Source: an optimization exercise on an open RTL-to-GDS flow (aim: small area). Production flows keep margins and buffers that such runs may drop.
Only simulation tests tie the RTL to the original design; equivalence was not proved.
Power figures rest on the tool's default switching activity, not on a simulated workload.

==> job 8844: inputs <==
==> flow/design.v <==
module clock(input clk, input reset, output clk_1hz, output t2, output sc,
             output bl, output [1:0] pos);
  reg [3:0] b;
  reg [6:0] v;
  reg [2:0] k;
  wire b9   = b[3] & b[0];
  wire v124 = &v[6:2];
  always @(posedge clk) begin
    if (reset) begin
      b <= 0;
      v <= 0;
      k <= 0;
    end
    else begin
      b <= b9 ? 4'd0 : b + 4'd1;
      if (b9) begin
        v <= v124 ? 7'd0 : v + 7'd1;
        if (v124)
          k <= k + 3'd1;
      end
    end
  end
  assign t2      = b9 & v124 & k[1] & k[0];
  assign clk_1hz = t2 & k[2];
  assign bl      = ~(k[1] | k[0]);
  assign sc      = b9 & (v[0] ^ k[0]);
  wire [2:0] y = v[2:0] + {k[2] ^ k[0], k[1], k[0]};
  assign pos = y[2:1];
endmodule
module counter(input clk, input reset, input pause, input adjust, input select,
               input clk_1hz, input t2, input sc, input bl, input [1:0] pos,
               output [6:0] disNum, output [3:0] select_digit);
  reg [3:0] s1, m1;
  reg [2:0] s10, m10;
  reg       freeze;
  reg [3:0] code;    
  wire s1c  = s1[3] & s1[1];
  wire s10c = s10[2] & s10[1];
  wire m1c  = m1[3] & m1[1];
  wire inc_s1 = (adjust & select) ? t2 : (clk_1hz & ~freeze);
  wire inc_m1 = (adjust & ~select) ? t2 : s10c;
  wire at_end = s1[3] & s1[0] & s10[2] & s10[0] & m1[3] & m1[0] & m10[2] & m10[0];
  always @(posedge clk) begin
    freeze <= adjust | pause | at_end;
    if (reset) begin
      s1  <= 0;
      s10 <= 0;
      m1  <= 0;
      m10 <= 0;
    end
    else begin
      s1  <= s1c  ? 4'd0 : s1 + {3'd0, inc_s1};
      s10 <= s10c ? 3'd0 : s10 + {2'd0, s1c};
      m1  <= m1c  ? 4'd0 : m1 + {3'd0, inc_m1};
      if (m1c)
        m10 <= (m10[2] & m10[0]) ? 3'd0 : m10 + 3'd1;
    end
  end
  wire [3:0] s10x = {s10c, s10[2] & ~s10[1], s10[1], s10[0]};
  reg  [3:0] dsel;
  always @(*) begin
    case (pos)
      2'd0: dsel = s10x;
      2'd1: dsel = m1;
      2'd2: dsel = {1'b0, m10};
      default: dsel = s1;
    endcase
  end
  wire secs  = ~(pos[1] ^ pos[0]);
  wire blank = adjust & bl & ~(select ^ secs);
  always @(posedge clk) begin
    if (reset)
      code <= 4'hF;
    else if (sc)
      code <= blank ? 4'hF : dsel;
  end
  assign disNum[0] = (code[2] & ~code[1] & ~code[0]) | (code[3] & code[2]) | (~code[3] & ~code[2] & ~code[1] & code[0]);
  assign disNum[1] = ~((~code[1] & ~code[0]) | (~code[2]) | (~code[3] & code[1] & code[0]));
  assign disNum[2] = (code[3] & code[2]) | (~code[3] & ~code[2] & code[1] & ~code[0]);
  assign disNum[3] = (code[2] & ~code[1] & ~code[0]) | (code[2] & code[1] & code[0]) | (~code[3] & ~code[2] & ~code[1] & code[0]);
  assign disNum[4] = (code[0]) | (code[2] & ~code[1]);
  assign disNum[5] = (code[1] & code[0]) | (~code[3] & ~code[2] & code[0]) | (~code[3] & ~code[2] & code[1]);
  assign disNum[6] = (code[2] & code[1] & code[0]) | (code[3] & code[1]) | (~code[3] & ~code[2] & ~code[1]);
  assign select_digit = ~(4'b0001 << pos);
endmodule
module top_module(
    input pause,
    input reset,
    input select,
    input adjust,
    input clk,
    output [6:0] disNum,
    output [3:0] select_digit,
    output [5:0] counter_sec,
    output clk_1hz
    );
  wire t2, sc, bl;
  wire [1:0] pos;
  clock clock(.clk(clk), .reset(reset), .clk_1hz(clk_1hz), .t2(t2), .sc(sc),
              .bl(bl), .pos(pos));
  counter counter(.clk(clk), .reset(reset), .pause(pause), .adjust(adjust),
                  .select(select), .clk_1hz(clk_1hz), .t2(t2), .sc(sc), .bl(bl),
                  .pos(pos), .disNum(disNum), .select_digit(select_digit));
  assign counter_sec = 6'd0;
endmodule
==> flow/run.sh <==
#!/bin/bash
# synth_recipe.tcl (not shown) runs the flow's synth.tcl, then flattens the netlist and writes it again
# the make line also repeats each setting of config.mk as NAME=value (left out here)
make -C /OpenROAD-flow-scripts/flow DESIGN_CONFIG=/design/flow/config.mk WORK_HOME=/design/flow/orfs CLKGATE_MAP_FILE= SYNTH_SCRIPT=/design/flow/synth_recipe.tcl finish
==> flow/config.mk <==
export PLATFORM = sky130hd
export DESIGN_NAME = top_module
export DESIGN_NICKNAME = top_module
export VERILOG_FILES = /design/flow/design.v
export SDC_FILE = /design/flow/constraint.sdc
export NUM_CORES = 4
export LEC_CHECK = 0
export ABC_AREA = 1
export CAP_MARGIN = 20
export CORE_MARGIN = 2
export CORE_UTILIZATION = 40
export SLEW_MARGIN = 20
==> flow/constraint.sdc <==
create_clock -name core_clock -period 10.0 [get_ports {clk}]
set_input_delay 2.0000 -clock core_clock [delete_from_list [all_inputs] [get_ports {clk}]]
set_output_delay 2.0000 -clock core_clock [all_outputs]
set_load 0.01 [all_outputs]
==> inputs of job 5052, as changes to job 8844 <==
--- a/flow/design.v
+++ b/flow/design.v
@@ -1,31 +1,29 @@
 module clock(input clk, input reset, output clk_1hz, output t2, output sc,
              output bl, output [1:0] pos);
   reg [3:0] b;
-  reg [6:0] v;
-  reg [2:0] k;
-  wire b9   = b[3] & b[0];
-  wire v124 = &v[6:2];
+  reg [2:0] yl;
+  reg [6:0] yh;
+  wire [4:0] bn = {1'b0, b} + 5'd1;
+  wire       cb = bn[4];
+  wire [7:0] hn = {1'b0, yh} + {7'd0, cb};
+  wire       ch = hn[7];
   always @(posedge clk) begin
     if (reset) begin
-      b <= 0;
-      v <= 0;
-      k <= 0;
+      b  <= 4'd6;
+      yl <= 3'd0;
+      yh <= 7'd3;
     end
     else begin
-      b <= b9 ? 4'd0 : b + 4'd1;
-      if (b9) begin
-        v <= v124 ? 7'd0 : v + 7'd1;
-        if (v124)
-          k <= k + 3'd1;
-      end
+      b  <= bn[3:0] | {1'b0, cb, cb, 1'b0};
+      yl <= yl + {2'd0, cb};
+      yh <= hn[6:0] | {5'd0, ch, ch};
     end
   end
-  assign t2      = b9 & v124 & k[1] & k[0];
-  assign clk_1hz = t2 & k[2];
-  assign bl      = ~(k[1] | k[0]);
-  assign sc      = b9 & (v[0] ^ k[0]);
-  wire [2:0] y = v[2:0] + {k[2] ^ k[0], k[1], k[0]};
-  assign pos = y[2:1];
+  assign t2      = ch & yl[1] & yl[0];
+  assign clk_1hz = t2 & yl[2];
+  assign sc      = cb & yl[0];
+  assign pos     = yl[2:1];
+  assign bl      = (yl[0] ^ yh[0]) & ~(yl[1] ^ yh[1] ^ yh[0]);
 endmodule
 module counter(input clk, input reset, input pause, input adjust, input select,
                input clk_1hz, input t2, input sc, input bl, input [1:0] pos,
==> flow/flow/run.sh (new file) <==
#!/bin/bash
# Layout flow: the standard ORFS flow (standard.sh) with
#  - synthesis: the standard flow's script, but abc maps with this folder's abc_area.script and
#    the half/full-adder extraction is skipped (ADDER_MAP_FILE empty),
#  - port buffers made from sky130_fd_sc_hd__buf_1,
#  - a small clock tree (clkbuf cells listed in CTS_ARGS, no dummy loads),
#  - one tie cell shared by the constant outputs.
set -uo pipefail
here=$(pwd)
{
  echo "proc abc {args} { set i [lsearch -exact \$args -script]; if {\$i >= 0} { lset args [expr {\$i+1}] $here/flow/abc_area.script }; yosys abc {*}\$args }"
  cat synth_recipe.tcl
} > my_synth.tcl
export BUFFER_PORTS_ARGS="-buffer_cell sky130_fd_sc_hd__buf_1"
export CTS_ARGS="-sink_clustering_enable -repair_clock_nets -buf_list sky130_fd_sc_hd__clkbuf_4 -root_buf sky130_fd_sc_hd__clkbuf_4 -dont_use_dummy_load -sink_clustering_size 50 -sink_clustering_max_diameter 200"
bash standard.sh SYNTH_SCRIPT=$here/my_synth.tcl ADDER_MAP_FILE= SKIP_REPAIR_TIE_FANOUT=1 finish > standard.log 2>&1
==> flow/flow/abc_area.script (new file) <==
strash
&get -n
&st
&dch -f
&nf -R 1000
&put
strash
&get -n
&dch -f
&nf -R 1000
&put
topo
==> flow/standard.sh (new file) <==
#!/bin/bash
# synth_recipe.tcl (not shown) runs the flow's synth.tcl, then flattens the netlist and writes it again
# the make line also repeats each setting of config.mk as NAME=value (left out here)
make -C /OpenROAD-flow-scripts/flow DESIGN_CONFIG=/design/flow/config.mk WORK_HOME=/design/flow/orfs CLKGATE_MAP_FILE= SYNTH_SCRIPT=/design/flow/synth_recipe.tcl "${@:-finish}"
removed: flow/run.sh
==> comparison table <==
metric	job 5052	job 8844
Startpoint of the worst setup timing path	clock.b[0]	clock.k[0]
Run status	complete, no violations	complete, no violations
Xor and xnor area share after synthesis	6.54%	3.71%
Source of the worst hold timing path	clock.yh[6]	clock.b[1]
Part of the total power dissipated in combinational logic	6.1%	3.9%
Multi-input gates	137	184
Flop-to-flop setup slack	7.14 ns	7.57 ns
Power Combinational	0.0131 mW	0.00928 mW
Num rows	22	24
Maximum vdd drop	0.0000754 V	0.0000766 V
Vias after detailed routing	1304	1601
Placed cell count	240	326
Synthesized-area fraction occupied by ao, oa, aoi and oai cells	16.6%	8.95%
CTS Root Buffer Type	clkbuf_4	clkbuf_8
Wire per inst	12.0 um	10.8 um
RR Startpoint	clock.b[0]	clock.k[0]
Die extent in x	64.7 um	72.7 um
Number of signal-net inverters in the final layout	6	41

==> static timing again, ports no longer ideal <==
The results above use ideal ports. As a check the final layouts listed here were re-extracted and re-timed, cells and wires unchanged.
Step 1 assumes that a clkbuf_16 drives the clock port and a buf_2 every other input.
Step 2 also shifts input and output timing later by t, the mid clock arrival at the registers, as if the neighbouring blocks saw the same clock.
Slacks: ideal / step 1 / step 2; pairs: ideal / step 1.
run	t, ns	setup slack, ns	hold WS [ns]	worst data-port slew with drivers (ns)
job 8844	0.306	5.315 / 5.291 / 5.597	0.473 / 0.473 / 0.473	0.04
job 5052	0.344	5.381 / 5.358 / 5.701	0.469 / 0.469 / 0.469	0.03
After both steps every run listed still meets setup and hold.
